This design comes from an exercise in tuning for small area on the open sky130 flow, not from production work.
The RTL was checked by simulation tests, not by an equivalence proof against the original design.
Power figures rest on the tool's default switching activity, not on a simulated workload.

==> flow/design.v <==
module g_nand2(input logic a, input logic b, output logic y);
  assign y = ~(a & b);
endmodule
module g_nor2(input logic a, input logic b, output logic y);
  assign y = ~(a | b);
endmodule
module g_xor2(input logic a, input logic b, output logic y);
  assign y = a ^ b;
endmodule
module g_xnor2(input logic a, input logic b, output logic y);
  assign y = ~(a ^ b);
endmodule
module g_oai21(input logic a1, input logic a2, input logic b1, output logic y);
  assign y = ~((a1 | a2) & b1);
endmodule
module cell_p(input logic xn, input logic yn, input logic c, input logic sel,
              output logic nco, output logic m);
  logic g, p, h, u;
  g_nor2  u_g(.a(xn), .b(yn), .y(g));             
  g_nand2 u_p(.a(xn), .b(yn), .y(p));             
  g_oai21 u_c(.a1(c), .a2(g), .b1(p), .y(nco));   
  g_xnor2 u_h(.a(yn), .b(c), .y(h));              
  g_nand2 u_u(.a(sel), .b(h), .y(u));
  g_xor2  u_m(.a(xn), .b(u), .y(m));              
endmodule
module cell_p0(input logic xn, input logic yn, input logic c, input logic h, input logic sel,
               output logic nco, output logic m);
  logic g, p, u;
  g_nor2  u_g(.a(xn), .b(yn), .y(g));             
  g_nand2 u_p(.a(xn), .b(yn), .y(p));             
  g_oai21 u_c(.a1(c), .a2(g), .b1(p), .y(nco));   
  g_nand2 u_u(.a(sel), .b(h), .y(u));
  g_xor2  u_m(.a(xn), .b(u), .y(m));              
endmodule
module cell_n(input logic x, input logic y, input logic nc, input logic sel,
              output logic co, output logic mn);
  logic gn, pn, h, u;
  g_nand2 u_g(.a(x), .b(y), .y(gn));              
  g_nor2  u_p(.a(x), .b(y), .y(pn));              
  g_oai21 u_c(.a1(pn), .a2(nc), .b1(gn), .y(co));  
  g_xnor2 u_h(.a(y), .b(nc), .y(h));              
  g_nand2 u_u(.a(sel), .b(h), .y(u));
  g_xor2  u_m(.a(x), .b(u), .y(mn));              
endmodule
module cell_nt(input logic x, input logic y, input logic nc, input logic sel,
               output logic co, output logic m);
  logic gn, pn, h, u;
  g_nand2 u_g(.a(x), .b(y), .y(gn));              
  g_nor2  u_p(.a(x), .b(y), .y(pn));              
  g_oai21 u_c(.a1(pn), .a2(nc), .b1(gn), .y(co));  
  g_xnor2 u_h(.a(y), .b(nc), .y(h));              
  g_nand2 u_u(.a(sel), .b(h), .y(u));
  g_xnor2 u_m(.a(x), .b(u), .y(m));               
endmodule
module col_x0(input logic a, input logic b, input logic [3:0] tn, output logic xn);
  assign xn = tn[{a, b}];
endmodule
module col_y(input logic a, input logic a1, input logic b, input logic c, input logic ma,
             input logic ms, input logic mc, input logic mnbn, output logic y);
  logic h1, h2;
  assign h1 = ~((ma & a) | (ms & a1));
  assign h2 = ~((mc & c) | (~b & ~mnbn));
  assign y  = ~(h1 & h2);
endmodule
module col_yn(input logic a, input logic a1, input logic b, input logic c, input logic ma,
              input logic ms, input logic mc, input logic mnbn, output logic yn);
  logic q1, q2, q3;
  g_a22o u_1(.a1(ma), .a2(a), .b1(ms), .b2(a1), .y(q1));
  g_a21o u_2(.a1(mc), .a2(c), .b1(q1), .y(q2));
  g_nor2 u_3(.a(mnbn), .b(b), .y(q3));             
  g_nor2 u_4(.a(q2), .b(q3), .y(yn));
endmodule
module g_a22o(input logic a1, input logic a2, input logic b1, input logic b2, output logic y);
  assign y = (a1 & a2) | (b1 & b2);
endmodule
module g_a21o(input logic a1, input logic a2, input logic b1, output logic y);
  assign y = (a1 & a2) | b1;
endmodule
module row_sel_p(input logic m, input logic b, input logic dz, input logic co, output logic sel);
  assign sel = (m & b) | (dz & co);
endmodule
module out_d(input logic q, input logic r, input logic qs, input logic rs, output logic d);
  assign d = (qs & q) | (rs & r);
endmodule
module g_maj3(input logic a, input logic b, input logic c, output logic y);
  assign y = (a & b) | (c & (a | b));
endmodule
module breadboard(input logic clk, input logic reset, input logic [31:0] A, input logic [31:0] B,
                  input logic [3:0] opcode, output logic [31:0] C, output logic ERR_out);
  logic op_hold, op_add, op_sub, op_mul, op_quo, op_rem, op_div, op_shl, op_shr;
  assign op_hold = opcode == 4'h0;
  assign op_add  = opcode == 4'h1;
  assign op_sub  = opcode == 4'h2;
  assign op_mul  = opcode == 4'h3;
  assign op_quo  = opcode == 4'h4;
  assign op_rem  = opcode == 4'h5;
  assign op_div  = op_quo | op_rem;
  assign op_shl  = opcode == 4'hD;
  assign op_shr  = opcode == 4'hE;
  logic op_ass;   
  assign op_ass  = op_add | op_sub | op_shl | op_hold | op_shr;
  logic [3:0] tt, tn;   
  always_comb begin
    case (opcode)
      4'h2, 4'h4, 4'h5, 4'hD: tt = 4'b1100;  
      4'h1: tt = 4'b1010;   
      4'h6: tt = 4'b1000;   
      4'h7: tt = 4'b1110;   
      4'h8: tt = 4'b0110;   
      4'h9: tt = 4'b0101;   
      4'hA: tt = 4'b0111;   
      4'hB: tt = 4'b0001;   
      4'hC: tt = 4'b1001;   
      default: tt = 4'b0000;
    endcase
  end
  assign tn = ~tt;
  logic [31:0] x0n;
  genvar k, i;
  generate
    for (i = 0; i < 32; i++) begin : g_x0
      col_x0 u(.a(A[i]), .b(B[i]), .tn(tn), .xn(x0n[i]));
    end
  endgenerate
  logic [31:0] A_hi;
  assign A_hi = {1'b0, A[31:1]};
  logic [31:0] Yv;
  logic cin, y_a, y_nb, y_c, y_s;
  assign y_a  = op_mul | op_add | op_shl;
  assign y_nb = op_div | op_sub;
  assign y_c  = op_hold;
  assign y_s  = op_shr;
  assign cin  = y_nb;
  generate
    for (i = 0; i < 32; i++) begin : g_y
      if (i % 2 == 0) begin : g_e
        col_yn u(.a(A[i]), .a1(A_hi[i]), .b(B[i]), .c(C[i]), .ma(y_a), .ms(y_s), .mc(y_c),
                 .mnbn(~y_nb), .yn(Yv[i]));
      end else begin : g_o
        col_y  u(.a(A[i]), .a1(A_hi[i]), .b(B[i]), .c(C[i]), .ma(y_a), .ms(y_s), .mc(y_c),
                 .mnbn(~y_nb), .y(Yv[i]));
      end
    end
  endgenerate
  logic [31:0] dz;
  assign dz[0] = op_div;
  generate
    for (k = 1; k < 32; k++) begin : g_dz
      assign dz[k] = dz[k-1] & ~B[32-k];
    end
  endgenerate
  logic [31:0] r [0:32];
  logic h0;   
  g_xnor2 u_h0(.a(Yv[0]), .b(cin), .y(h0));
  logic [31:0] sel;
  assign r[32] = x0n;
  generate
    for (k = 31; k >= 0; k--) begin : g_row
      localparam int W = 32 - k;
      logic [W:0] c;      
      assign c[0] = cin;
      for (i = 0; i < W; i++) begin : g_bit
        if (i == 0) begin : g_0
          cell_p0 u(.xn(r[k+1][k+i]), .yn(Yv[i]), .c(c[i]), .h(h0), .sel(sel[k]), .nco(c[i+1]), .m(r[k][k+i]));
        end else if (i % 2 == 0) begin : g_e
          cell_p u(.xn(r[k+1][k+i]), .yn(Yv[i]), .c(c[i]), .sel(sel[k]), .nco(c[i+1]), .m(r[k][k+i]));
        end else if (k > 0) begin : g_o
          cell_n u(.x(r[k+1][k+i]), .y(Yv[i]), .nc(c[i]), .sel(sel[k]), .co(c[i+1]), .mn(r[k][k+i]));
        end else begin : g_ot
          cell_nt u(.x(r[k+1][k+i]), .y(Yv[i]), .nc(c[i]), .sel(sel[k]), .co(c[i+1]), .m(r[k][k+i]));
        end
      end
      if (W % 2 == 0) begin : g_ce
        if (k == 0) begin : g_last
          row_sel_p u_sel(.m(op_mul | op_ass), .b(B[k] | op_ass), .dz(dz[k]), .co(c[W]), .sel(sel[k]));
        end else begin : g_mid
          row_sel_p u_sel(.m(op_mul), .b(B[k]), .dz(dz[k]), .co(c[W]), .sel(sel[k]));
        end
      end else begin : g_co
        logic co;
        g_nor2 u_co(.a(~dz[k]), .b(c[W]), .y(co));      
        g_a21o u_sel(.a1(op_mul), .a2(B[k]), .b1(co), .y(sel[k]));
      end
      if (k > 0) begin : g_low
        assign r[k][k-1:0] = r[k+1][k-1:0];
      end
    end
  endgenerate
  logic [31:0] d;
  logic q_s, r_s;
  assign q_s = op_quo & ~reset;
  assign r_s = ~op_quo & ~reset;
  generate
    for (i = 0; i < 32; i++) begin : g_d
      out_d u(.q(sel[i]), .r(r[0][i]), .qs(q_s), .rs(r_s), .d(d[i]));
    end
  endgenerate
  logic [32:0] ec;
  assign ec[0] = 1'b0;
  generate
    for (i = 0; i < 32; i++) begin : g_err
      g_maj3 u(.a(A[i]), .b(B[i]), .c(ec[i]), .y(ec[i+1]));
    end
  endgenerate
  always_ff @(posedge clk) begin
    C <= d;
    ERR_out <= ec[32];
  end
endmodule
export LEC_CHECK = 0
export CAP_MARGIN = 20
export CORE_MARGIN = 2
export CORE_UTILIZATION = 40
export CTS_BUF_LIST = sky130_fd_sc_hd__clkbuf_8
export SLEW_MARGIN = 20
export SYNTH_HIERARCHICAL = 1
create_clock -name core_clock -period 150.0 [get_ports {clk}]
standard.sh (not shown) runs the stock make flow with config.mk's settings and CLKGATE_MAP_FILE= SYNTH_SCRIPT=/design/flow/synth_recipe.tcl, a recipe that flattens the netlist after the stock synthesis.
==> flow/flow/run.sh <==
#!/bin/bash
export SKIP_PIN_SWAP=1
export SKIP_GATE_CLONING=1
export BUFFER_PORTS_ARGS="-buffer_cell sky130_fd_sc_hd__buf_1"
export SETUP_SLACK_MARGIN=-8
bash standard.sh > standard.log 2>&1
Edit:
--- a/flow/design.v
+++ b/flow/design.v
@@ -14,46 +14,46 @@
   assign y = ~((a1 | a2) & b1);
 endmodule
 module cell_p(input logic xn, input logic yn, input logic c, input logic sel,
               output logic nco, output logic m);
   logic g, p, h, u;
   g_nor2  u_g(.a(xn), .b(yn), .y(g));             
-  g_nand2 u_p(.a(xn), .b(yn), .y(p));             
+  g_nand2 u_p(.a(yn), .b(xn), .y(p));             
   g_oai21 u_c(.a1(c), .a2(g), .b1(p), .y(nco));   
-  g_xnor2 u_h(.a(yn), .b(c), .y(h));              
-  g_nand2 u_u(.a(sel), .b(h), .y(u));
-  g_xor2  u_m(.a(xn), .b(u), .y(m));              
+  g_xnor2 u_h(.a(c), .b(yn), .y(h));              
+  g_nand2 u_u(.a(h), .b(sel), .y(u));
+  g_xor2  u_m(.a(u), .b(xn), .y(m));              
 endmodule
 module cell_p0(input logic xn, input logic yn, input logic c, input logic h, input logic sel,
                output logic nco, output logic m);
   logic g, p, u;
   g_nor2  u_g(.a(xn), .b(yn), .y(g));             
-  g_nand2 u_p(.a(xn), .b(yn), .y(p));             
+  g_nand2 u_p(.a(yn), .b(xn), .y(p));             
   g_oai21 u_c(.a1(c), .a2(g), .b1(p), .y(nco));   
-  g_nand2 u_u(.a(sel), .b(h), .y(u));
-  g_xor2  u_m(.a(xn), .b(u), .y(m));              
+  g_nand2 u_u(.a(h), .b(sel), .y(u));
+  g_xor2  u_m(.a(u), .b(xn), .y(m));              
 endmodule
 module cell_n(input logic x, input logic y, input logic nc, input logic sel,
               output logic co, output logic mn);
   logic gn, pn, h, u;
-  g_nand2 u_g(.a(x), .b(y), .y(gn));              
+  g_nand2 u_g(.a(y), .b(x), .y(gn));              
   g_nor2  u_p(.a(x), .b(y), .y(pn));              
-  g_oai21 u_c(.a1(pn), .a2(nc), .b1(gn), .y(co));  
-  g_xnor2 u_h(.a(y), .b(nc), .y(h));              
-  g_nand2 u_u(.a(sel), .b(h), .y(u));
-  g_xor2  u_m(.a(x), .b(u), .y(mn));              
+  g_oai21 u_c(.a1(nc), .a2(pn), .b1(gn), .y(co));  
+  g_xnor2 u_h(.a(nc), .b(y), .y(h));              
+  g_nand2 u_u(.a(h), .b(sel), .y(u));
+  g_xor2  u_m(.a(u), .b(x), .y(mn));              
 endmodule
 module cell_nt(input logic x, input logic y, input logic nc, input logic sel,
                output logic co, output logic m);
   logic gn, pn, h, u;
-  g_nand2 u_g(.a(x), .b(y), .y(gn));              
+  g_nand2 u_g(.a(y), .b(x), .y(gn));              
   g_nor2  u_p(.a(x), .b(y), .y(pn));              
-  g_oai21 u_c(.a1(pn), .a2(nc), .b1(gn), .y(co));  
-  g_xnor2 u_h(.a(y), .b(nc), .y(h));              
-  g_nand2 u_u(.a(sel), .b(h), .y(u));
-  g_xnor2 u_m(.a(x), .b(u), .y(m));               
+  g_oai21 u_c(.a1(nc), .a2(pn), .b1(gn), .y(co));  
+  g_xnor2 u_h(.a(nc), .b(y), .y(h));              
+  g_nand2 u_u(.a(h), .b(sel), .y(u));
+  g_xnor2 u_m(.a(u), .b(x), .y(m));               
 endmodule
 module col_x0(input logic a, input logic b, input logic [3:0] tn, output logic xn);
   assign xn = tn[{a, b}];
 endmodule
 module col_y(input logic a, input logic a1, input logic b, input logic c, input logic ma,
              input logic ms, input logic mc, input logic mnbn, output logic y);
@@ -175,13 +175,13 @@
           row_sel_p u_sel(.m(op_mul | op_ass), .b(B[k] | op_ass), .dz(dz[k]), .co(c[W]), .sel(sel[k]));
         end else begin : g_mid
           row_sel_p u_sel(.m(op_mul), .b(B[k]), .dz(dz[k]), .co(c[W]), .sel(sel[k]));
         end
       end else begin : g_co
         logic co;
-        g_nor2 u_co(.a(~dz[k]), .b(c[W]), .y(co));      
+        g_nor2 u_co(.a(c[W]), .b(~dz[k]), .y(co));      
         g_a21o u_sel(.a1(op_mul), .a2(B[k]), .b1(co), .y(sel[k]));
       end
       if (k > 0) begin : g_low
         assign r[k][k-1:0] = r[k+1][k-1:0];
       end
     end
Outcome:
- first-iteration DRC count came out higher by 12%
- routed wire length hardly moves
- flip-flop and latch count stays the same
- combinational power barely changes
- worst setup slack improves by 1.6 ns
- count of clock-buffer cells in the layout shrinks by 1

what the ideal ports hide:
Ports are ideal in the flow. The routed layouts listed here were re-timed in OpenROAD.
Step 1 sets driving cells, clkbuf_16 on the clock port and buf_2 on the other inputs (assumed; they add their load-dependent delay and slew).
Step 2, shift: input delay + t, output delay - t, t = (earliest + latest rising clock arrival at the registers) / 2. This alone moves slack from input paths to output paths.
Three values: ideal ports, drivers, drivers and shift; two values: the first two.
run | t (ns) | slack for setup (ns) | pins driven straight from the clock port
the first run | 0.339 | 5.701 / 5.721 / 5.382 | 1
the second run | 0.366 | 7.272 / 7.287 / 6.921 | 1
After both steps every run listed still meets setup and hold. The setup slack of the second run, which loses most, moves by +0.015 ns with the drivers and by -0.351 ns with both steps.
